What follows belongs to an exercise in optimizing a design on an open flow for small area and a short achievable clock period; a production flow would make more cautious choices. In this exercise RTL edits were held to simulation tests only and were not proved equivalent to the original.

===== run.sh =====
#!/bin/bash
# synth_recipe.tcl (not shown) runs the flow's synth.tcl, then flattens the netlist and writes it again
# the make line also repeats each setting of config.mk as NAME=value (left out here)
make -C /OpenROAD-flow-scripts/flow DESIGN_CONFIG=/design/flow/config.mk WORK_HOME=/design/flow/orfs CLKGATE_MAP_FILE= SYNTH_SCRIPT=/design/flow/synth_recipe.tcl finish

===== config.mk =====
export PLATFORM = sky130hd
export DESIGN_NAME = adc_mul
export DESIGN_NICKNAME = adc_mul
export VERILOG_FILES = /design/flow/design.v
export SDC_FILE = /design/flow/constraint.sdc
export NUM_CORES = 4
export LEC_CHECK = 0
export CAP_MARGIN = 20
export CORE_MARGIN = 2
export CORE_UTILIZATION = 40
export SLEW_MARGIN = 20

===== constraint.sdc =====
create_clock -name core_clock -period 95.0 [get_ports {clk_i}]
set_input_delay 19.0000 -clock core_clock [delete_from_list [all_inputs] [get_ports {clk_i}]]
set_output_delay 19.0000 -clock core_clock [all_outputs]
set_load 0.01 [all_outputs]

===== design.v =====
module adc_mul
(
    input  logic         clk_i,
    input  logic         rst_i,
    input  logic [11:0]  x_i,
    input  logic [11:0]  y_i,
    input  logic [11:0]  z_i,
    output logic [11:0]  fp_o
);
    localparam int C2 = 10;    
    localparam int C3 = 20;    
    function automatic logic [3:0] lzc12(input logic [11:0] v);
        lzc12 = 4'd12;
        for (int i = 0; i < 12; i++)
            if (v[i]) lzc12 = 4'(11 - i);
    endfunction
    function automatic logic [29:0] srow(input logic [13:0] s, input logic [13:0] c,
                                         input logic [10:0] z);
        logic [3:0]  e;
        logic        qp, qn;
        logic [13:0] a, s2, c2, so, co;
        e  = s[13:10] + c[13:10];
        qp = ~e[3];
        qn = e[3] & ~(&e);
        a  = {qp, qp, qn, ({11{qp}} & ~z) | ({11{qn}} & z)};
        s2 = {s[12:0], 1'b0};
        c2 = {c[12:0], 1'b0};
        so = s2 ^ c2 ^ a;
        co = {(s2[12:0] & c2[12:0]) | (s2[12:0] & a[12:0]) | (c2[12:0] & a[12:0]), qp};
        srow = {qp, qn, so, co};
    endfunction
    logic [11:0] x1, y1, z1;
    always_ff @(posedge clk_i) begin
        x1 <= x_i;
        y1 <= y_i;
        z1 <= z_i;
    end
    logic [2:0] vld;
    always_ff @(posedge clk_i or posedge rst_i) begin
        if (rst_i) vld <= '0;
        else       vld <= {vld[1:0], 1'b1};
    end
    logic [3:0]  lzy, lzz;
    logic [11:0] ny, nz;
    logic [4:0]  s1;             
    always_comb begin
        lzy = lzc12(y1);
        lzz = lzc12(z1);
        ny  = y1 << lzy[3:0];
        nz  = z1 << lzz[3:0];
        if (y1 == 12'd0)      s1 = 5'd31;     
        else if (z1 == 12'd0) s1 = 5'd0;      
        else                  s1 = 5'(5'd12 + lzy - lzz);
    end
    logic [10:0] zf1;
    assign zf1 = nz[10:0];
    logic [13:0] ws [1:25];
    logic [13:0] wc [1:25];
    logic [24:0] dp, dn;         
    logic [13:0] yy1, zz1;
    assign yy1   = {2'b00, 1'b1, ny[10:0]};
    assign zz1   = ~{2'b00, 1'b1, zf1};
    assign ws[1] = yy1 ^ zz1;
    assign wc[1] = {yy1[12:0] & zz1[12:0], 1'b1};
    assign dp[24] = 1'b1;
    assign dn[24] = 1'b0;
    generate
        for (genvar j = 2; j <= C2; j++) begin : g_a
            logic [29:0] o;
            assign o = srow(ws[j-1], wc[j-1], zf1);
            assign {dp[25-j], dn[25-j], ws[j], wc[j]} = o;
        end
    endgenerate
    logic [11:0] x2;
    logic [13:0] s2r, c2r;
    logic [10:0] z2;
    logic [4:0]  sh2;
    logic [24:25-C2] p2, n2;
    always_ff @(posedge clk_i) begin
        x2  <= x1;
        s2r <= ws[C2];
        c2r <= wc[C2];
        z2  <= zf1;
        sh2 <= s1;
        p2  <= dp[24:25-C2];
        n2  <= dn[24:25-C2];
    end
    logic [13:0] wsb [C2:25];
    logic [13:0] wcb [C2:25];
    logic [24:0] dpb, dnb;
    assign wsb[C2] = s2r;
    assign wcb[C2] = c2r;
    generate
        for (genvar j = C2 + 1; j <= C3; j++) begin : g_b
            logic [29:0] o;
            assign o = srow(wsb[j-1], wcb[j-1], z2);
            assign {dpb[25-j], dnb[25-j], wsb[j], wcb[j]} = o;
        end
    endgenerate
    logic [11:0] x3;
    logic [13:0] s3r, c3r;
    logic [10:0] z3;
    logic [4:0]  sh3;
    logic [24:25-C3] p3, n3;
    always_ff @(posedge clk_i) begin
        x3  <= x2;
        s3r <= wsb[C3];
        c3r <= wcb[C3];
        z3  <= z2;
        sh3 <= sh2;
        p3  <= {p2, dpb[24-C2:25-C3]};
        n3  <= {n2, dnb[24-C2:25-C3]};
    end
    logic [13:0] wsc [C3:25];
    logic [13:0] wcc [C3:25];
    logic [24:0] pp, nn;
    assign wsc[C3] = s3r;
    assign wcc[C3] = c3r;
    assign pp[24:25-C3] = p3;
    assign nn[24:25-C3] = n3;
    generate
        for (genvar j = C3 + 1; j <= 25; j++) begin : g_c
            logic [29:0] o;
            assign o = srow(wsc[j-1], wcc[j-1], z3);
            assign {pp[25-j], nn[25-j], wsc[j], wcc[j]} = o;
        end
    endgenerate
    logic [13:0] wf;
    logic [24:0] q, qt;
    logic [36:0] p;
    logic [11:0] res;
    always_comb begin
        wf  = wsc[25] + wcc[25];
        q   = pp + ~nn + {24'd0, ~wf[13]};
        qt  = {q[24:1], q[0] & ~q[24]};
        p   = x3 * qt;
        res = ((p >> (6'd24 + 6'(sh3))) != 0) ? 12'hFFF : 12'(p >> (6'd12 + 6'(sh3)));
    end
    always_ff @(posedge clk_i or posedge rst_i) begin
        if (rst_i)       fp_o <= '0;
        else if (vld[2]) fp_o <= res;
        else             fp_o <= '0;
    end
endmodule

==> results by group <==
Routing
  • Residual DRC: 0
  • Met1 WL: 36,300 um
  • Routed wire length on met3: 3220 um
  • Mean routed wirelength per cell: 16.7 um
  • Initial DRT Pass Iterations: 5
  • Vias: 24,944
  • Starting DRT DRC Count: 1,658
  • Routed wl met2: 37,700 um
  • Antenna-violating nets left: 0
  • Vias per cell: 5.30
  • Total wire length: 78,700 um
  • Uppermost routed layer: met4

Timing
  • Max Freq: 36.6 MHz
  • Worst Tran Pin Value: 1.13 ns
  • Slew margin rel.: 0.239
  • Setup Viol. Count Final: 0
  • Crit share post-route: 0.288
  • Final TNS setup: 0 ns
  • Final Max Tran Viols: 0
  • Clock Skew: 0.0212 ns
  • Post-layout min period: 27.35 ns
  • Final Hold Viols: 0
  • Fin Hold WS: 0.317 ns
  • RSZ-0062 raised after global routing: false

CTS
  • Post-CTS Setup Bufs: 0
  • Hold_buf cts: 0
  • Clock slew seen by the registers of the worst setup and hold paths: 0.07 ns
  • CTS Buf Count: 26
  • CTS tree: done
  • CTS sink cnt: 215
  • Skew-Pair Late Insertion Delay: 0.58 ns
  • Root Buffer: clkbuf_16
  • CTS H-tree lvls: 1
  • Total of cells resized after clock tree synthesis: 0
  • Max clock buf depth: 3

Floorplan
  • Core area: 78,700 um^2
  • Die area: 81,700 um^2
  • I/O pin count: 50
  • Die Span X: 286 um
  • Row count: 103
  • Die height: 286 um
  • Initial Utilization: 0.403

Synth
  • Sequential area share after synthesis: 0.138
  • Syn Inst Count: 3,723
  • Asr flop ratio synth: 0.0698
  • Most used flip-flop cell after synthesis: dfxtp_1
  • Biggest area consumer among synthesized cells: fa_1
  • Post-synth top area share: 0.312
  • Yosys reg bits: 215
  • Yosys warns: 7
  • Post-synth cell types: 86
  • Syn avg cell area: 8.53 um^2
  • Synthesized cell area: 31,800 um^2
  • Top cells by area, synth: fa_1 (31%), dfxtp_1 (13%), ha_1 (8.5%), inv_1 (6.6%), nand2_1 (5.6%)
  • EDFF count, synth: 0
  • Syn_nets: 4,471

Min path
  • Hold Path Class: reg2reg

Setup path
  • Critical Path End Type: flop
  • Worst EP arrival: 27.82 ns
  • Slowest cell on the critical path: xnor2_1
  • Crit Path Class: reg2reg
  • Crit path max-delay family: adder cells
  • CP bufs+invs: 18
  • Crit path required time: 95.47 ns
  • Delay of the slowest critical-path stage: 0.81 ns
  • Nature of the critical path startpoint: flop
  • Crit-path max FO: 15

Flow run
  • Max-cap violations: 0

GRT
  • Initial antenna violation count: 0
  • Largest net degree at the start of global routing: 44
  • First-pass GRT wire length: 132,000 um
  • Total track usage: 0.196
  • Total grt overflow: 0
  • Vias in the first global route: 25,298

Final layout
  • Share of cells above drive strength 1: 0.0427
  • Fin nets: 4,383
  • FILL cells: 7,810
  • Synthesis-to-layout area growth: 7.45%
  • Commonest non-fill, non-tap cell in the layout: inv_1
  • Commonest non-fill, non-tap cells in the layout: inv_1 (558), fa_1 (495), nand2_1 (472), a21oi_1 (225), nor2_1 (221)
  • Diode count: 0

Outcome
  • Status: no timing/DRC/antenna violations

Placed design
  • I/O Buffers: 49
  • Final GP Congestion: 0.947
  • Detail Placement HPWL: 64,300 um
-- final timing paths --
check / from / endpoint / slack [ns] / cells after the start
max: s2r[11] / s3r[4] / 67.65 / 99
min: n2[2] / n3[12] / 0.32 / 0
max reg2reg: s2r[11] / s3r[4] / 67.65 / 99
min reg2reg: n2[2] / n3[12] / 0.32 / 0
max in group asynchronous: rst_i / fp_o[9] / 75.87 / 2
min in group asynchronous: rst_i / vld[0] / 18.77 / 2
-- kinds of logic (layout without fill, tap and decap cells) --
group / count (synthesis) / after routing / share of synthesized area
AO/OA/AOI/OAI: 707 / 707 / 0.140
AND/OR/NAND/NOR: 1033 / 1033 / 0.149
other: 1 / 1 / 0.000118
XOR/XNOR: 151 / 151 / 0.0416
flip-flops: 215 / 215 / 0.138
adder cells (fa/ha/maj): 710 / 710 / 0.397
buffers and inverters: 787 / 719 / 0.0932
multiplexers: 119 / 119 / 0.0416
-- cell usage after synthesis, types with 15 or more instances --
master / n
clkbuf_1: 214
nand3_1: 45
o21bai_1: 17
ha_1: 215
a31oi_1: 29
nor3_1: 34
nor2_1: 221
xor2_1: 56
a211oi_1: 21
nand4_1: 30
nand2_1: 472
nand2b_1: 21
inv_1: 558
o211ai_1: 21
a21o_1: 47
dfrtp_1: 15
nand3b_1: 20
o21ai_0: 176
xnor2_1: 95
o21a_1: 17
mux2i_1: 96
a21oi_1: 226
o22ai_1: 21
dfxtp_1: 200
and2_1: 94
fa_1: 495
-- sequential cells by signal, summed over array words and instances (netlist names) --
signal / count
n3: 19
p3: 19
s2r: 14
s3r: 14
c2r: 12
c3r: 12
fp_o: 12
x1: 12
x2: 12
x3: 12
y1: 12
z1: 12
z2: 11
z3: 11
n2: 9
p2: 9
sh2: 5
sh3: 5
vld: 3
-- metal layers --
metal	up-vias	global-route usage
met4	0	0.0420
met1	12333	0.272
met2	587	0.333
met3	90	0.0189
li1	11934	-
met5	-	0
-- worst register-to-register path, delay by kind of cell, from the launching register on --
family                     cells  cell delay [ns]
and+or+nand+nor                9             4.33
AOI/OAI and AO/OA             29             5.05
xor gates and xnor gates      23             7.32
adders and majority gates     20             7.88
buffers and inverters         18             2.35
DFF                            1             0.34
-- final cells by class --
class,count,area (um^2),share of cell area
Timing Repair Buffer,108,933,0.0274
Multi-Input combinational cell,2721,24500,0.717
Clock inverter,14,188,0.00550
Sequential cell,215,4380,0.128
Inverter,563,2110,0.0619
Tap cell,1050,1310,0.0385
Clock buffer,34,732,0.0214
-- stage by stage --
step                worst slack [ns]  instance area (um^2)  utilization  instances
floorplan                      71.70                 31800            -       3723
global placement               67.89                 33200        0.421       4657
detailed placement             67.42                 33200        0.421       4657
CTS                            67.44                 34100        0.433       4705
global route                   65.33                 34100        0.433       4705
finish                         67.65                 34100        0.433       4705

[static timing again, ports no longer ideal]
How much do the figures lean on ideal ports? The routed layout below was timed once more, with nothing changed but the port constraints. Step 1 sets driving cells, clkbuf_16 on the clock port and buf_2 on the other inputs (assumed; they add their load-dependent delay and slew). Step 2 also shifts input and output timing later by t, the mid clock arrival at the registers, as if the neighbouring blocks saw the same clock. a / b / c = ideal / step 1 / step 2; a / b = the first two.
shift t [ns]: 0.629
setup WS [ns]: 67.653 / 67.653 / 67.653
worst setup path at the end: register to register
pins driven straight from the clock port: 1
After both steps setup and hold are still met in this run. The setup slack of this run moves by 0.000 ns with the drivers and by 0.000 ns with both steps.
